What follows belongs to an exercise in optimizing a design on an open flow for small area, a short achievable clock period and few clock cycles per item; a production flow would make more cautious choices.
Where RTL was checked, it was by simulation tests only, not by an equivalence proof against the original.
Power and IR drop assume default switching activity.

## SequentialNonrestoringDivider128Bit
module SequentialNonrestoringDivider128Bit(
    input  [127:0] dividend_q,
    input  [127:0] divisor_m,
    input          clk,
    input          reset_n,
    output [127:0] quotient,
    output [127:0] remainder,
    output         done
    );
    reg [127:0] r;       
    reg [127:0] q;       
    reg [7:0]   cnt;     
    reg         skip;    
    wire [15:0] nz;
    wire [15:0] hi;
    genvar k;
    generate
        for (k = 0; k < 16; k = k + 1) begin : g_nz
            assign nz[k] = |divisor_m[8*k+7:8*k];
        end
        for (k = 0; k < 16; k = k + 1) begin : g_hi
            if (k == 15) begin : g_top
                assign hi[k] = 1'b0;
            end else begin : g_or
                assign hi[k] = |nz[15:k+1];
            end
        end
    endgenerate
    wire [128:0] diff = {r, q[127]} - {1'b0, divisor_m};
    wire         qbit = ~diff[128];
    always @(posedge clk or negedge reset_n) begin
        if (!reset_n)
            cnt <= 8'd0;
        else if (!cnt[7])
            cnt <= skip ? cnt + 8'd8 : cnt + 8'd1;
    end
    always @(posedge clk) begin
        if (!reset_n) begin
            r    <= 128'd0;
            q    <= dividend_q;
            skip <= hi[0];
        end else if (!cnt[7]) begin
            if (skip) begin
                {r, q} <= {r[119:0], q, 8'd0};
                skip   <= hi[cnt[6:3] + 4'd1];
            end else begin
                r    <= qbit ? diff[127:0] : {r[126:0], q[127]};
                q    <= {q[126:0], qbit};
                skip <= 1'b0;
            end
        end
    end
    assign done      = cnt[7];
    assign quotient  = q;
    assign remainder = r;
endmodule
Size in the first run: ~3,000 cells after synthesis, roughly 270 flip-flops, about 23,000 sq um of cells after synthesis.
==> flow/config.mk <==
export PLATFORM = sky130hd
export DESIGN_NAME = SequentialNonrestoringDivider128Bit
export DESIGN_NICKNAME = SequentialNonrestoringDivider128Bit
export VERILOG_FILES = /design/flow/design.v
export SDC_FILE = /design/flow/constraint.sdc
export NUM_CORES = 4
export LEC_CHECK = 0
export ABC_CLOCK_PERIOD_IN_PS = 2500
export CAP_MARGIN = 20
export CORE_MARGIN = 2
export CORE_UTILIZATION = 60
export SETUP_SLACK_MARGIN = 2.5
export SLEW_MARGIN = 20
==> flow/constraint.sdc <==
create_clock -name core_clock -period 5.5 [get_ports {clk}]
set_input_delay 1.1000 -clock core_clock [delete_from_list [all_inputs] [get_ports {clk}]]
set_output_delay 1.1000 -clock core_clock [all_outputs]
set_load 0.01 [all_outputs]
run.sh (not shown) runs the stock make flow with config.mk's settings and CLKGATE_MAP_FILE= SYNTH_SCRIPT=/design/flow/synth_recipe.tcl, a recipe that flattens the netlist after the stock synthesis.
The first run ended with an error in 5_1_grt with GRT-0116.
Testbench counts at the start, summed over its fixed seeds: cycles 29,684, items 384.
Edit:
- ABC_CLOCK_PERIOD_IN_PS: 2500 -> unset
- CORE_UTILIZATION: 60 -> 40
- SETUP_SLACK_MARGIN: 2.5 -> unset
This time the run went through all stages and came out clean. Synthesized area is unchanged. Synthesized cell count stays the same.


oak:
SequentialNonrestoringDivider128Bit, a different RTL version from the one above (not shown whole).
Size in the first run: roughly 2,600 cells after synthesis, roughly 390 flip-flops, about 520 I/O pins.
==> flow/config.mk <==
export PLATFORM = sky130hd
export DESIGN_NAME = SequentialNonrestoringDivider128Bit
export DESIGN_NICKNAME = SequentialNonrestoringDivider128Bit
export VERILOG_FILES = /design/flow/design.v
export SDC_FILE = /design/flow/constraint.sdc
export NUM_CORES = 4
export LEC_CHECK = 0
export ABC_CLOCK_PERIOD_IN_PS = 2500
export CAP_MARGIN = 20
export CORE_MARGIN = 2
export CORE_UTILIZATION = 40
export SETUP_SLACK_MARGIN = 2.0
export SLEW_MARGIN = 20
==> flow/constraint.sdc <==
create_clock -name core_clock -period 5.5 [get_ports {clk}]
set_input_delay 1.1000 -clock core_clock [delete_from_list [all_inputs] [get_ports {clk}]]
set_output_delay 1.1000 -clock core_clock [all_outputs]
set_load 0.01 [all_outputs]
standard.sh (not shown) runs the stock make flow with config.mk's settings and CLKGATE_MAP_FILE= SYNTH_SCRIPT=/design/flow/synth_recipe.tcl, a recipe that flattens the netlist after the stock synthesis.
==> flow/flow/run.sh <==
#!/bin/bash
# The standard layout, except that the input and output ports are buffered with
# buf_1 cells (resizable later) instead of the delay buffer buffer_ports picks.
set -euo pipefail
export BUFFER_PORTS_ARGS="-buffer_cell sky130_fd_sc_hd__buf_1"
bash standard.sh > standard_flow.log 2>&1
## Diff of input files: pine against oak
- CTS_BUF_LIST newly set to sky130_fd_sc_hd__clkbuf_8
- CORE_UTILIZATION changed from 40 to 60
- ABC_CLOCK_PERIOD_IN_PS removed (was 2500)
==> comparison <==
pine against oak: met3 track utilization from global routing went up by 3.0 points; final cell count went down by 4.9%; power was more or less identical; power share of the clock group went down by 3.6 points; worst setup slack went down by 0.070 ns. Against oak, die area in pine fell by more than a quarter. pine against oak; CTS buffer count is up by more than a quarter.
Function was not checked in any run of this note: the RTL went through the layout flow alone.


SequentialNonrestoringDivider128Bit, a different RTL version from the one above (not shown whole).
Size: about 2400 cells after synthesis, about 270 flip-flops, about 0.022 mm2 of cells after synthesis.
## SequentialNonrestoringDivider128Bit
module SequentialNonrestoringDivider128Bit(
    input  [127:0] dividend_q,
    input  [127:0] divisor_m,
    input          clk,
    input          reset_n,
    output [127:0] quotient,
    output [127:0] remainder,
    output         done
    );
Settings: LEC_CHECK=0, CAP_MARGIN=0, CORE_MARGIN=2, CORE_UTILIZATION=60, CTS_BUF_LIST=sky130_fd_sc_hd__clkbuf_8, SETUP_SLACK_MARGIN=2.0, SLEW_MARGIN=0; clock period 5.5 ns.
Scripts as last shown in full above: flow/flow/run.sh
Testbench counts at the start, summed over its fixed seeds: cycles 29,684, items 384.
Rerun with:
CAP_MARGIN = 20   (was 0)
SETUP_SLACK_MARGIN = 1.0   (was 2.0)
SLEW_MARGIN = 20   (was 0)
The changed run completed with no timing, DRC or antenna violations.
Routed wire length falls by 5.5%.
Maximum frequency falls by 3.2%.
Setup slack loses 0.14 ns.
Cell area falls by 4.3%.
Worst hold slack loses 0.018 ns.
Via count falls by 3.3%.
Combinational power falls by 12%.
Die area is unchanged.


SequentialNonrestoringDivider128Bit again, from the RTL that the note above started with.
clock: 5.5 ns
lec_check: 0
cap_margin: 20
core_margin: 2
core_utilization: 40
cts_buf_list: sky130_fd_sc_hd__clkbuf_4
setup_slack_margin: 2.0
slew_margin: 20
Scripts as last shown in full above: flow/flow/run.sh
The starting point ran to the end with no violations.
Testbench counts at the start, summed over its fixed seeds: cycles 29,684, items 384.
==> next run, changes <==
--- a/flow/config.mk
+++ b/flow/config.mk
@@ -9,5 +9,3 @@
 export CORE_MARGIN = 2
 export CORE_UTILIZATION = 40
-export CTS_BUF_LIST = sky130_fd_sc_hd__clkbuf_4
-export SETUP_SLACK_MARGIN = 2.0
 export SLEW_MARGIN = 20
Effect:
- The changed run completed without violations
- synthesized area does not change
- cell count goes down by 4.8%
- die area stays the same
- final area is lower by about 9%
- wire length decreases by about 11%
- setup slack is worse by 480 ps
- register-to-register slack loses 450 ps
- maximum frequency shrinks by about 10%
==> next run, changes <==
--- a/flow/config.mk
+++ b/flow/config.mk
@@ -9,3 +9,5 @@
 export CORE_MARGIN = 2
 export CORE_UTILIZATION = 40
+export CTS_BUF_LIST = sky130_fd_sc_hd__clkbuf_8
+export SETUP_SLACK_MARGIN = 2.0
 export SLEW_MARGIN = 20
=>
- fmax went up by 15%
- routed wire length went up by 9.5%
- critical path depth stays the same
==> next run, changes <==
--- a/flow/config.mk
+++ b/flow/config.mk
@@ -6,8 +6,8 @@
 export NUM_CORES = 4
 export LEC_CHECK = 0
+export ABC_CLOCK_PERIOD_IN_PS = 2500
 export CAP_MARGIN = 20
 export CORE_MARGIN = 2
 export CORE_UTILIZATION = 40
-export CTS_BUF_LIST = sky130_fd_sc_hd__clkbuf_8
 export SETUP_SLACK_MARGIN = 2.0
 export SLEW_MARGIN = 20
Outcome:
- via count decreases by 0.40%
- cell area increases by 0.74%
- global-route usage came out lower by 0.28 points
- final cell count is lower by 1.3%


Another version of the RTL of SequentialNonrestoringDivider128Bit (not shown whole).
Size: ~2800 cells after synthesis, about 520 I/O pins, roughly 25000 um^2 of cells after synthesis.
==> flow/config.mk <==
export PLATFORM = sky130hd
export DESIGN_NAME = SequentialNonrestoringDivider128Bit
export DESIGN_NICKNAME = SequentialNonrestoringDivider128Bit
export VERILOG_FILES = /design/flow/design.v
export SDC_FILE = /design/flow/constraint.sdc
export NUM_CORES = 4
export LEC_CHECK = 0
export ABC_CLOCK_PERIOD_IN_PS = 2000
export CAP_MARGIN = 20
export CORE_MARGIN = 2
export CORE_UTILIZATION = 40
export SETUP_SLACK_MARGIN = 3.0
export SLEW_MARGIN = 20
==> flow/constraint.sdc <==
create_clock -name core_clock -period 5.5 [get_ports {clk}]
set_input_delay 1.1000 -clock core_clock [delete_from_list [all_inputs] [get_ports {clk}]]
set_output_delay 1.1000 -clock core_clock [all_outputs]
set_load 0.01 [all_outputs]
Scripts as last shown in full above: flow/flow/run.sh
Edit:
==> flow/run.sh (new file) <==
#!/bin/bash
# synth_recipe.tcl (not shown) runs the flow's synth.tcl, then flattens the netlist and writes it again
# the make line also repeats each setting of config.mk as NAME=value (left out here)
make -C /OpenROAD-flow-scripts/flow DESIGN_CONFIG=/design/flow/config.mk WORK_HOME=/design/flow/orfs CLKGATE_MAP_FILE= SYNTH_SCRIPT=/design/flow/synth_recipe.tcl finish
Settings changed: ABC_CLOCK_PERIOD_IN_PS 2000 to 2500, SETUP_SLACK_MARGIN 3.0 to 2.0.
removed: flow/flow/run.sh
removed: flow/standard.sh
Sequential cell count is unchanged; power rose by 1.7%; wire length increases by 6.2%; synthesized area is unchanged; global-route usage went up by 2.2 points.
No functional check of the RTL was part of any run of this note.


SequentialNonrestoringDivider128Bit with an RTL version that a note above also has.
Size in the first run: roughly 270 flip-flops, roughly 520 I/O pins, about 22000 um^2 of cells after synthesis.
==> flow/config.mk <==
export PLATFORM = sky130hd
export DESIGN_NAME = SequentialNonrestoringDivider128Bit
export DESIGN_NICKNAME = SequentialNonrestoringDivider128Bit
export VERILOG_FILES = /design/flow/design.v
export SDC_FILE = /design/flow/constraint.sdc
export NUM_CORES = 4
export LEC_CHECK = 0
export CAP_MARGIN = 20
export CORE_MARGIN = 2
export CORE_UTILIZATION = 50
export CTS_BUF_LIST = sky130_fd_sc_hd__clkbuf_8
export SETUP_SLACK_MARGIN = 2.0
export SLEW_MARGIN = 20
==> flow/constraint.sdc <==
create_clock -name core_clock -period 5.5 [get_ports {clk}]
set_input_delay 1.1000 -clock core_clock [delete_from_list [all_inputs] [get_ports {clk}]]
set_output_delay 1.1000 -clock core_clock [all_outputs]
set_load 0.01 [all_outputs]
==> flow/flow/run.sh <==
#!/bin/bash
# The standard layout, except that the input and output ports are buffered with
# buf_1 cells (resizable later) instead of the delay buffer buffer_ports picks.
set -euo pipefail
export BUFFER_PORTS_ARGS="-buffer_cell sky130_fd_sc_hd__buf_1"
bash standard.sh > standard_flow.log 2>&1
Testbench counts at the start, summed over its fixed seeds: cycles 29,684, items 384.
Edit:
- CORE_UTILIZATION: 50 -> 60
Outcome:
- The new run ran to the end with no violations
- power fell by 4.6%
- final area fell by 3.0%
- global-route usage rose by 5.1 points
- flip-flop and latch count does not change
- non-clock buffer count fell by 29
- worst setup slack got worse by 0.041 ns
- synthesized area is unchanged
- sequential power fell by about 2%
- die area fell by 16%
- wire length fell by 2.9%

==> re-timing with driven ports <==
Ports are ideal in the flow. The routed layouts listed here were re-timed in OpenROAD. Step 1: set_driving_cell puts a clkbuf_16 on clk and a buf_2 on each other input, an assumption about the parent block. Step 2 also shifts input and output timing later by t, the mid clock arrival at the registers, as if the neighbouring blocks saw the same clock. Slacks: no drivers / after step 1 / after step 2; pairs: no drivers / after step 1.
run | shift t [ns] | setup WS [ns] | worst data-port slew with drivers (ns)
the second run of note 1 | 0.631 | 0.376 / 0.413 / -0.218 | 0.16
oak | 0.645 | 1.479 / 1.479 / 1.479 | 0.19
pine | 0.720 | 1.410 / 1.410 / 1.410 | 0.11
the first run of note 3 | 0.702 | 1.237 / 1.263 / 0.561 | 0.14
the second run of note 3 | 0.644 | 1.095 / 1.121 / 0.477 | 0.13
the first run of note 4 | 0.839 | 1.119 / 1.119 / 0.508 | 0.14
the second run of note 4 | 0.595 | 0.637 / 0.670 / 0.074 | 0.11
the third run of note 4 | 0.694 | 1.256 / 1.281 / 0.587 | 0.12
the fourth run of note 4 | 0.619 | 1.110 / 1.145 / 0.526 | 0.13
the first run of note 5 | 0.662 | 1.721 / 1.721 / 1.721 | 0.10
the second run of note 5 | 0.658 | 1.612 / 1.612 / 1.435 | 0.12
the first run of note 6 | 0.702 | 1.287 / 1.310 / 0.608 | 0.13
the second run of note 6 | 0.702 | 1.246 / 1.271 / 0.569 | 0.13
Met with ideal ports but missed after step 2: setup timing in the second run of note 1. The setup slack of the first run of note 6, which loses most, moves by +0.023 ns with the drivers and by -0.679 ns with both steps.
